This design comes from an exercise in tuning for small area, a short achievable clock period and few clock cycles on the open sky130 flow, not from production work.
At most, simulation tests tie the RTL to the original design; equivalence was not proved.
The clock port is modelled as an ideal driver, which makes a skipped or thinned clock tree look cheaper than it is; a real chip needs a root buffer or a tree.

Setup of v31:
Design ELA, start of the top module:
module ELA(clk, rst, ready, in_data, data_rd, req, wen, addr, data_wr, done);
	input				clk;
	input				rst;
	input				ready;
	input		[7:0]	in_data;
	input		[7:0]	data_rd;
	output reg			req;
	output reg			wen;
	output reg	[12:0]	addr;
	output reg	[7:0]	data_wr;
	output reg			done;
localparam IDLE = 2'd0, STR = 2'd1, ODD = 2'd2, FIN = 2'd3;
localparam [11:0] LAST_GROUP = 12'd3970;	 
reg [1:0]  mode;
reg [11:0] n;		 
reg        pu, pw, pl;
reg        rdy;		 
always @(posedge clk or posedge rst) begin
	if(rst) begin
		mode <= IDLE;
		rdy <= 1'b0;
		req <= 1'b0;
		wen <= 1'b0;
		done <= 1'b0;
	end
	else begin
		rdy <= ready;
		req <= 1'b0;
		wen <= 1'b0;
		done <= 1'b0;
		case(mode)
			IDLE: if(rdy) begin
				mode <= STR;
				req <= 1'b1;
			end
			STR: begin
				wen <= 1'b1;
				if(n[6:0] == 7'd127 && n[11:7] != 5'd31)
					req <= 1'b1;
				if(n == 12'd4095)
					mode <= ODD;
			end
			ODD: begin
				wen <= pu && (n >= 12'd3);
				if(n == LAST_GROUP && pu)
					mode <= FIN;
			end
			default: done <= 1'b1;
		endcase
	end
end
always @(posedge clk) begin
	if(mode == ODD) begin
		pu <= pl;
		pw <= pu;
		pl <= pw;
	end
	else begin
		pu <= 1'b0;
		pw <= 1'b0;
		pl <= 1'b1;
	end
end
always @(posedge clk) begin
	if(mode == IDLE)
		n <= 12'd0;
  ...
==> module ELA, before the edit <==
module ELA(clk, rst, ready, in_data, data_rd, req, wen, addr, data_wr, done);
	input				clk;
	input				rst;
	input				ready;
	input		[7:0]	in_data;
	input		[7:0]	data_rd;
	output reg			req;
	output reg			wen;
	output reg	[12:0]	addr;
	output reg	[7:0]	data_wr;
	output reg			done;
localparam IDLE = 2'd0, STR = 2'd1, ODD = 2'd2, FIN = 2'd3;
localparam [11:0] LAST_GROUP = 12'd3970;	 
reg [1:0]  mode;
reg [11:0] n;		 
reg        pu, pw, pl;
reg        rdy;		 
always @(posedge clk or posedge rst) begin
	if(rst) begin
		mode <= IDLE;
		rdy <= 1'b0;
		req <= 1'b0;
		wen <= 1'b0;
		done <= 1'b0;
	end
	else begin
		rdy <= ready;
		req <= 1'b0;
		wen <= 1'b0;
		done <= 1'b0;
		case(mode)
			IDLE: if(rdy) begin
				mode <= STR;
				req <= 1'b1;
			end
			STR: begin
				wen <= 1'b1;
				if(n[6:0] == 7'd127 && n[11:7] != 5'd31)
					req <= 1'b1;
				if(n == 12'd4095)
					mode <= ODD;
			end
			ODD: begin
				wen <= pu && (n >= 12'd3);
				if(n == LAST_GROUP && pu)
					mode <= FIN;
			end
			default: done <= 1'b1;
		endcase
	end
end
always @(posedge clk) begin
	if(mode == ODD) begin
		pu <= pl;
		pw <= pu;
		pl <= pw;
	end
	else begin
		pu <= 1'b0;
		pw <= 1'b0;
		pl <= 1'b1;
	end
end
always @(posedge clk) begin
	if(mode == IDLE)
		n <= 12'd0;
	else if(mode == STR || pw)
		n <= n + 12'd1;
end
wire [6:0]  wc = n[6:0] - 7'd3;
wire [4:0]  wr = n[11:7] - {4'd0, (n[6:2] == 5'd0) && (n[1:0] != 2'd3)};
wire [11:0] w = {wr, wc};
wire [4:0]  lrow = n[11:7] + 5'd1;
always @(posedge clk) begin
	if(mode != ODD || pl)
		addr <= {n[11:7], 1'b0, n[6:0]};
	else if(pu)
		addr <= {w[11:7], 1'b1, w[6:0]};
	else
		addr <= {lrow, 1'b0, n[6:0]};
end
wire edge_col = (n[6:1] == 6'd1);
function [7:0] avg;
	input [7:0] a, b;
	reg [8:0] t;
	begin
		t = {1'b0, a} + {1'b0, b};
		avg = t[8:1];
	end
endfunction
reg [7:0] U0, U1, U2;
reg [7:0] L0, L1, L2;
always @(posedge clk) begin
	U0 <= pu ? U1 : U0;
	U1 <= U2;
	U2 <= pu ? data_rd : U1;
	L0 <= L1;
	L1 <= pu ? L2 : L0;
	L2 <= pl ? data_rd : L0;
end
wire [7:0] ut = pw ? U1 : U0;
wire [8:0] sd = {1'b0, ut} - {1'b0, L2};
wire [7:0] ad = sd[8] ? (8'd0 - sd[7:0]) : sd[7:0];
reg [7:0] Dp, Mp;		 
reg [7:0] Dmin;			 
reg       xlty;			 
always @(posedge clk) begin
	Dp <= ad;
	Mp <= avg(ut, L2);
	xlty <= sd[8];
end
wire [8:0] cmp = {1'b0, Dmin} + {1'b0, ~Dp} + {8'd0, !pl};
wire better = cmp[8];
wire keep = pw || (pl && better);	 
always @(posedge clk) begin
	if(keep)
		Dmin <= Dp;
end
wire [7:0] M = data_wr;
wire vert = edge_col || better;
wire [7:0] x = U0, y = L0;
wire gx = (x >= M);
wire gy = (y >= M);
wire pick_x = xlty ? gx : !(gx || gy);
wire pick_y = xlty ? !(gx || gy) : gy;
wire [7:0] med = pick_x ? x : pick_y ? y : M;
wire [7:0] blue = vert ? Mp : med;
always @(posedge clk) begin
	if(mode == STR)
		data_wr <= in_data;
	else if(keep)
		data_wr <= Mp;
	else if(pu)
		data_wr <= blue;
end
endmodule
==> flow/config.mk <==
export PLATFORM = sky130hd
export DESIGN_NAME = ELA
export DESIGN_NICKNAME = ELA
export VERILOG_FILES = /design/flow/design.v
export SDC_FILE = /design/flow/constraint.sdc
export NUM_CORES = 4
export LEC_CHECK = 0
export ABC_AREA = 0
export CAP_MARGIN = 20
export CORE_MARGIN = 2
export CORE_UTILIZATION = 40
export SLEW_MARGIN = 20
==> flow/constraint.sdc <==
create_clock -name core_clock -period 8.5 [get_ports {clk}]
set_input_delay 1.7000 -clock core_clock [delete_from_list [all_inputs] [get_ports {clk}]]
set_output_delay 1.7000 -clock core_clock [all_outputs]
set_load 0.01 [all_outputs]
standard.sh (not shown) runs the stock make flow with config.mk's settings and CLKGATE_MAP_FILE= SYNTH_SCRIPT=/design/flow/synth_recipe.tcl, a recipe that flattens the netlist after the stock synthesis.
==> flow/flow/run.sh <==
#!/bin/bash
# Layout flow: the standard flow with the standard synthesis unchanged,
# small port buffers, a one-level clock tree (flow/post_cts.tcl) and timing
# repair aimed below the clock period. Each step's output goes to a log file
# of its own in this folder; ORFS keeps its own logs under orfs/logs.
set -euo pipefail
here=$(pwd)
bash standard.sh synth > synth.log 2>&1
bash standard.sh \
  BUFFER_PORTS_ARGS="-buffer_cell sky130_fd_sc_hd__buf_2" \
  CTS_ARGS="-sink_clustering_enable -repair_clock_nets -buf_list sky130_fd_sc_hd__clkbuf_16 -dont_use_dummy_load" \
  POST_CTS_TCL="$here/flow/post_cts.tcl" \
  SETUP_SLACK_MARGIN=6.0 SKIP_CTS_REPAIR_TIMING=1 \
  finish > layout.log 2>&1
Other scripts of this flow, unchanged in this note and not shown: flow/flow/clocktree.tcl, flow/flow/post_cts.tcl
diff inputs: v31 => v38
diff --git a/flow/design.v b/flow/design.v
--- a/flow/design.v
+++ b/flow/design.v
@@ -91,34 +91,34 @@
 endfunction
 reg [7:0] U0, U1, U2;
 reg [7:0] L0, L1, L2;
 always @(posedge clk) begin
-	U0 <= pu ? U1 : U0;
-	U1 <= U2;
-	U2 <= pu ? data_rd : U1;
+	U0 <= U1;
+	U1 <= pu ? U2 : U0;
+	U2 <= pu ? data_rd : U2;
 	L0 <= L1;
 	L1 <= pu ? L2 : L0;
 	L2 <= pl ? data_rd : L0;
 end
-wire [7:0] ut = pw ? U1 : U0;
+wire [7:0] ut = pu ? U0 : U1;
 wire [8:0] sd = {1'b0, ut} - {1'b0, L2};
 wire [7:0] ad = sd[8] ? (8'd0 - sd[7:0]) : sd[7:0];
 reg [7:0] Dp, Mp;		 
-reg [7:0] Dmin;			 
+reg [7:0] Dmin, M;		 
 reg       xlty;			 
 always @(posedge clk) begin
 	Dp <= ad;
 	Mp <= avg(ut, L2);
 	xlty <= sd[8];
 end
 wire [8:0] cmp = {1'b0, Dmin} + {1'b0, ~Dp} + {8'd0, !pl};
 wire better = cmp[8];
-wire keep = pw || (pl && better);	 
 always @(posedge clk) begin
-	if(keep)
+	if(pw || (pl && better)) begin
 		Dmin <= Dp;
+		M <= Mp;
+	end
 end
-wire [7:0] M = data_wr;
 wire vert = edge_col || better;
 wire [7:0] x = U0, y = L0;
 wire gx = (x >= M);
 wire gy = (y >= M);
@@ -128,10 +128,8 @@
 wire [7:0] blue = vert ? Mp : med;
 always @(posedge clk) begin
 	if(mode == STR)
 		data_wr <= in_data;
-	else if(keep)
-		data_wr <= Mp;
-	else if(pu)
+	else
 		data_wr <= blue;
 end
 endmodule
## What came out
v38: no failed stages, no open violations at the end. Going from v31 to v38, the final period utilization was found to have gone up by 0.19 points. Summary: with v31 as the reference, routed wire length in v38 moved up by more than 10%. Row cell count after placement: v38 higher / v31 lower. v31 -> v38: clock skew flat. v38 leaves less setup margin than v31. From v31 to v38 the numbers moved as follows: number of synthesized register bits moved up; area after detailed placement climbed 390 um^2; worst slack after detailed placement dropped 0.14 ns. Delta (v38 minus v31): final core area utilization was more or less identical; met1 layer wirelength in the final routing shows an increase of about 22%.
No run of this note included a check of the RTL's function; only the layout flow was run. No run of this note takes its clock network from TritonCTS; it comes from the design's own scripts or RTL.

========
## v6
Another version of the RTL of ELA (not shown whole).
Size in the first run: roughly 540 cells after synthesis, ~120 flip-flops, about 43 I/O pins, about 5700 um2 of cells after synthesis.
==> module ELA, before the edit <==
module ELA(clk, rst, ready, in_data, data_rd, req, wen, addr, data_wr, done);
	input				clk;
	input				rst;
	input				ready;
	input		[7:0]	in_data;
	input		[7:0]	data_rd;
	output reg			req;
	output reg			wen;
	output reg	[12:0]	addr;
	output reg	[7:0]	data_wr;
	output reg			done;
localparam IDLE = 2'd0, STR = 2'd1, ODD = 2'd2, FIN = 2'd3;
localparam [11:0] LAST_GROUP = 12'd3970;	 
reg [1:0]  mode;
reg [11:0] n;		 
reg        pu, pw, pl;
always @(posedge clk or posedge rst) begin
	if(rst) begin
		mode <= IDLE;
		req <= 1'b0;
		wen <= 1'b0;
		done <= 1'b0;
	end
	else begin
		req <= 1'b0;
		wen <= 1'b0;
		done <= 1'b0;
		case(mode)
			IDLE: if(ready) begin
				mode <= STR;
				req <= 1'b1;
			end
			STR: begin
				wen <= 1'b1;
				if(n[6:0] == 7'd127 && n[11:7] != 5'd31)
					req <= 1'b1;
				if(n == 12'd4095)
					mode <= ODD;
			end
			ODD: begin
				wen <= pu && (n >= 12'd3);
				if(n == LAST_GROUP && pu)
					mode <= FIN;
			end
			default: done <= 1'b1;
		endcase
	end
end
always @(posedge clk) begin
	if(mode == ODD) begin
		pu <= pl;
		pw <= pu;
		pl <= pw;
	end
	else begin
		pu <= 1'b0;
		pw <= 1'b0;
		pl <= 1'b1;
	end
end
always @(posedge clk) begin
	if(mode == IDLE)
		n <= 12'd0;
	else if(mode == STR || pw)
		n <= n + 12'd1;
end
wire [6:0]  wc = n[6:0] - 7'd3;
wire [4:0]  wr = n[11:7] - {4'd0, (n[6:2] == 5'd0) && (n[1:0] != 2'd3)};
wire [11:0] w = {wr, wc};
wire [4:0]  lrow = n[11:7] + 5'd1;
always @(posedge clk) begin
	if(mode != ODD || pl)
		addr <= {n[11:7], 1'b0, n[6:0]};
	else if(pu)
		addr <= {w[11:7], 1'b1, w[6:0]};
	else
		addr <= {lrow, 1'b0, n[6:0]};
end
wire edge_col = (n[6:1] == 6'd1);
function [7:0] avg;
	input [7:0] a, b;
	reg [8:0] t;
	begin
		t = {1'b0, a} + {1'b0, b};
		avg = t[8:1];
	end
endfunction
reg [7:0] U0, U1, U2;
reg [7:0] L0, L1, L2;
always @(posedge clk) begin
	U0 <= pu ? U1 : U0;
	U1 <= U2;
	U2 <= pu ? data_rd : U1;
	L0 <= L1;
	L1 <= pu ? L2 : L0;
	L2 <= pl ? data_rd : L0;
end
wire [7:0] ut = pw ? U1 : U0;
wire [8:0] sd = {1'b0, ut} - {1'b0, L2};
wire [7:0] ad = sd[8] ? (8'd0 - sd[7:0]) : sd[7:0];
reg [7:0] Dp, Mp;		 
reg [7:0] Dmin, M;		 
reg       xlty;			 
always @(posedge clk) begin
	Dp <= ad;
	Mp <= avg(ut, L2);
	xlty <= sd[8];
end
wire [8:0] cmp = {1'b0, Dmin} + {1'b0, ~Dp} + {8'd0, !pl};
wire better = cmp[8];
always @(posedge clk) begin
	if(pw || (pl && better)) begin
		Dmin <= Dp;
		M <= Mp;
	end
end
wire vert = edge_col || better;
wire [7:0] x = U0, y = L0;
wire gx = (x >= M);
wire gy = (y >= M);
wire pick_x = xlty ? gx : !(gx || gy);
wire pick_y = xlty ? !(gx || gy) : gy;
wire [7:0] med = pick_x ? x : pick_y ? y : M;
wire [7:0] blue = vert ? Mp : med;
always @(posedge clk) begin
	if(mode == STR)
		data_wr <= in_data;
	else
		data_wr <= blue;
end
endmodule
export LEC_CHECK = 0
export CAP_MARGIN = 20
export CORE_MARGIN = 2
export CORE_UTILIZATION = 40
export SLEW_MARGIN = 20
create_clock -name core_clock -period 8.5 [get_ports {clk}]
Scripts as last shown in full above: flow/flow/run.sh
Other scripts of this flow, unchanged in this note and not shown: flow/flow/clocktree.tcl, flow/flow/post_cts.tcl
Testbench counts of v6, summed over its fixed seeds: cycles 256,176.
[inputs] v7 vs v6
diff --git a/flow/design.v b/flow/design.v
--- a/flow/design.v
+++ b/flow/design.v
@@ -16,7 +16,9 @@
 reg [11:0] n;		 
 reg        pu, pw, pl;
+reg        rdy;		 
 always @(posedge clk or posedge rst) begin
 	if(rst) begin
 		mode <= IDLE;
+		rdy <= 1'b0;
 		req <= 1'b0;
 		wen <= 1'b0;
@@ -24,9 +26,10 @@
 	end
 	else begin
+		rdy <= ready;
 		req <= 1'b0;
 		wen <= 1'b0;
 		done <= 1'b0;
 		case(mode)
-			IDLE: if(ready) begin
+			IDLE: if(rdy) begin
 				mode <= STR;
 				req <= 1'b1;
==> run summary <==
Compared with v6, in v7 proportion of cell area occupied by registers comparable, via count did not really move.
v7 vs v6, end of the critical path: wen vs mode[1]
In v7, the global-route wire length before repair came out 1.1% below the value in v6.
Diff v6 -> v7: count of mapped cells out of synthesis has remained practically unchanged.
Testbench counts of v7, summed over its fixed seeds: cycles 256,192.
In every run of this note, the design's own scripts or RTL, not TritonCTS, make the clock network.

========
## run 5
The RTL this note starts from:
==> flow/design.v <==
`timescale 1ns/10ps
module ELA(clk, rst, ready, in_data, data_rd, req, wen, addr, data_wr, done);
	input				clk;
	input				rst;
	input				ready;
	input		[7:0]	in_data;
	input		[7:0]	data_rd;
	output reg			req;
	output reg			wen;
	output reg	[12:0]	addr;
	output reg	[7:0]	data_wr;
	output reg			done;
localparam IDLE = 2'd0, STR = 2'd1, ODD = 2'd2, FIN = 2'd3;
localparam [11:0] LAST_GROUP = 12'd3970;	 
reg [1:0]  mode;
reg [11:0] n;		 
reg        pu, pw, pl;
reg        rdy;		 
always @(posedge clk or posedge rst) begin
	if(rst) begin
		mode <= IDLE;
		rdy <= 1'b0;
	end
	else begin
		rdy <= ready;
		case(mode)
			IDLE: if(rdy)
				mode <= STR;
			STR: if(n == 12'd4095)
				mode <= ODD;
			ODD: if(n == LAST_GROUP && pu)
				mode <= FIN;
			default: ;
		endcase
	end
end
always @(posedge clk) begin
	req <= ((mode == IDLE) && rdy) ||
	       ((mode == STR) && (n[6:0] == 7'd127) && (n[11:7] != 5'd31));
	wen <= (mode == STR) || ((mode == ODD) && pu && (n >= 12'd3));
	done <= (mode == FIN);
end
always @(posedge clk) begin
	if(mode == ODD) begin
		pu <= pl;
		pw <= pu;
		pl <= pw;
	end
	else begin
		pu <= 1'b0;
		pw <= 1'b0;
		pl <= 1'b1;
	end
end
always @(posedge clk) begin
	if(mode == IDLE)
		n <= 12'd0;
	else if(mode == STR || pw)
		n <= n + 12'd1;
end
wire [6:0]  wc = n[6:0] - 7'd3;
wire [4:0]  wr = n[11:7] - {4'd0, (n[6:2] == 5'd0) && (n[1:0] != 2'd3)};
wire [11:0] w = {wr, wc};
wire [4:0]  lrow = n[11:7] + 5'd1;
always @(posedge clk) begin
	if(mode != ODD || pl)
		addr <= {n[11:7], 1'b0, n[6:0]};
	else if(pu)
		addr <= {w[11:7], 1'b1, w[6:0]};
	else
		addr <= {lrow, 1'b0, n[6:0]};
end
wire edge_col = (n[6:1] == 6'd1);
function [7:0] avg;
	input [7:0] a, b;
	reg [8:0] t;
	begin
		t = {1'b0, a} + {1'b0, b};
		avg = t[8:1];
	end
endfunction
reg [7:0] U0, U1, U2;
reg [7:0] L0, L1, L2;
always @(posedge clk) begin
	U0 <= pu ? U1 : U0;
	U1 <= U2;
	U2 <= pu ? data_rd : U1;
	L0 <= L1;
	L1 <= pu ? L2 : L0;
	L2 <= pl ? data_rd : L0;
end
wire [7:0] ut = pw ? U1 : U0;
wire [8:0] sd = {1'b0, ut} - {1'b0, L2};
wire [7:0] ad = sd[8] ? (8'd0 - sd[7:0]) : sd[7:0];
reg [7:0] Dp, Mp;		 
reg [7:0] Dmin, M;		 
reg       xlty;			 
always @(posedge clk) begin
	Dp <= ad;
	Mp <= avg(ut, L2);
	xlty <= sd[8];
end
wire [8:0] cmp = {1'b0, Dmin} + {1'b0, ~Dp} + {8'd0, !pl};
wire better = cmp[8];
always @(posedge clk) begin
	if(pw || (pl && better)) begin
		Dmin <= Dp;
		M <= Mp;
	end
end
wire vert = edge_col || better;
wire [7:0] x = U0, y = L0;
wire gx = (x >= M);
wire gy = (y >= M);
wire pick_x = xlty ? gx : !(gx || gy);
wire pick_y = xlty ? !(gx || gy) : gy;
wire [7:0] med = pick_x ? x : pick_y ? y : M;
wire [7:0] blue = vert ? Mp : med;
always @(posedge clk) begin
	if(mode == STR)
		data_wr <= in_data;
	else
		data_wr <= blue;
end
endmodule
==> flow/config.mk <==
export PLATFORM = sky130hd
export DESIGN_NAME = ELA
export DESIGN_NICKNAME = ELA
export VERILOG_FILES = /design/flow/design.v
export SDC_FILE = /design/flow/constraint.sdc
export NUM_CORES = 4
export LEC_CHECK = 0
export ABC_AREA = 1
export CAP_MARGIN = 20
export CORE_MARGIN = 2
export CORE_UTILIZATION = 40
export SLEW_MARGIN = 20
==> flow/constraint.sdc <==
create_clock -name core_clock -period 8.5 [get_ports {clk}]
set_input_delay 1.7000 -clock core_clock [delete_from_list [all_inputs] [get_ports {clk}]]
set_output_delay 1.7000 -clock core_clock [all_outputs]
set_load 0.01 [all_outputs]
Scripts as last shown in full above: flow/flow/run.sh
Other scripts of this flow, unchanged in this note and not shown: flow/flow/clocktree.tcl, flow/flow/post_cts.tcl
Here is what was changed in the inputs of run 3 compared with run 5.
-- flow/design.v --
<<< run 5, line 21
		mode <= IDLE;
		rdy <= 1'b0;
	end
	else begin
		rdy <= ready;
		case(mode)
			IDLE: if(rdy)
				mode <= STR;
			STR: if(n == 12'd4095)
				mode <= ODD;
			ODD: if(n == LAST_GROUP && pu)
				mode <= FIN;
			default: ;
		endcase
	end
end
always @(posedge clk) begin
	req <= ((mode == IDLE) && rdy) ||
	       ((mode == STR) && (n[6:0] == 7'd127) && (n[11:7] != 5'd31));
	wen <= (mode == STR) || ((mode == ODD) && pu && (n >= 12'd3));
	done <= (mode == FIN);
end
always @(posedge clk) begin
>>> run 3, line 21
		mode <= IDLE;
		rdy <= 1'b0;
		req <= 1'b0;
		wen <= 1'b0;
		done <= 1'b0;
	end
	else begin
		rdy <= ready;
		req <= 1'b0;
		wen <= 1'b0;
		done <= 1'b0;
		case(mode)
			IDLE: if(rdy) begin
				mode <= STR;
				req <= 1'b1;
			end
			STR: begin
				wen <= 1'b1;
				if(n[6:0] == 7'd127 && n[11:7] != 5'd31)
					req <= 1'b1;
				if(n == 12'd4095)
					mode <= ODD;
			end
			ODD: begin
				wen <= pu && (n >= 12'd3);
				if(n == LAST_GROUP && pu)
					mode <= FIN;
			end
			default: done <= 1'b1;
		endcase
	end
end
always @(posedge clk) begin
<<< run 5, line 83
reg [7:0] L0, L1, L2;
always @(posedge clk) begin
	U0 <= pu ? U1 : U0;
	U1 <= U2;
	U2 <= pu ? data_rd : U1;
	L0 <= L1;
	L1 <= pu ? L2 : L0;
	L2 <= pl ? data_rd : L0;
end
wire [7:0] ut = pw ? U1 : U0;
wire [8:0] sd = {1'b0, ut} - {1'b0, L2};
wire [7:0] ad = sd[8] ? (8'd0 - sd[7:0]) : sd[7:0];
>>> run 3, line 93
reg [7:0] L0, L1, L2;
always @(posedge clk) begin
	U0 <= U1;
	U1 <= pu ? U2 : U0;
	U2 <= pu ? data_rd : U2;
	L0 <= L1;
	L1 <= pu ? L2 : L0;
	L2 <= pl ? data_rd : L0;
end
wire [7:0] ut = pu ? U0 : U1;
wire [8:0] sd = {1'b0, ut} - {1'b0, L2};
wire [7:0] ad = sd[8] ? (8'd0 - sd[7:0]) : sd[7:0];
Findings:
Run 3 ended with every stage complete and zero timing, DRC or antenna violations.
More vias were needed by run 3 than by run 5.
Launch point of the worst path: pw -> run 5, req -> run 3
Relative to run 5, proportion of synthesized chip area in sequential cells has increased by 0.70 points in run 3.
Area-dominant cell class after layout: flip-flops and latches -> run 3, multi-input combinational cells -> run 5
No run of this note included a check of the RTL's function; only the layout flow was run. No run of this note takes its clock network from TritonCTS; it comes from the design's own scripts or RTL.

what the ideal ports hide:
The flow's constraints put no driver on any port. The routed layouts listed below were extracted and timed again, unchanged, in two steps. Step 1 sets driving cells, clkbuf_16 on the clock port and buf_2 on the other inputs (assumed; they add their load-dependent delay and slew). Step 2 also shifts input and output timing later by t, the mid clock arrival at the registers, as if the neighbouring blocks saw the same clock. Slacks: ideal / step 1 / step 2; pairs: ideal / step 1.
run	t, ns	slack for setup (ns)	worst hold slack (ns)	worst data-port slew with drivers (ns)
v31	0.248	6.002 / 5.916 / 5.986	0.325 / 0.325 / 0.325	0.03
v38	0.255	5.986 / 5.985 / 5.985	0.331 / 0.331 / 0.331	0.04
v6	0.256	6.029 / 6.026 / 5.838	0.325 / 0.325 / 0.325	0.04
v7	0.252	6.100 / 6.014 / 6.097	0.330 / 0.330 / 0.330	0.03
run 5	0.254	6.080 / 6.079 / 6.080	0.333 / 0.334 / 0.334	0.04
run 3	0.262	6.127 / 6.035 / 6.147	0.329 / 0.329 / 0.329	0.05
After both steps every run listed still meets setup and hold. For v6, which loses most, drivers alone change the setup slack by -0.003 ns; drivers and shift together by -0.191 ns.
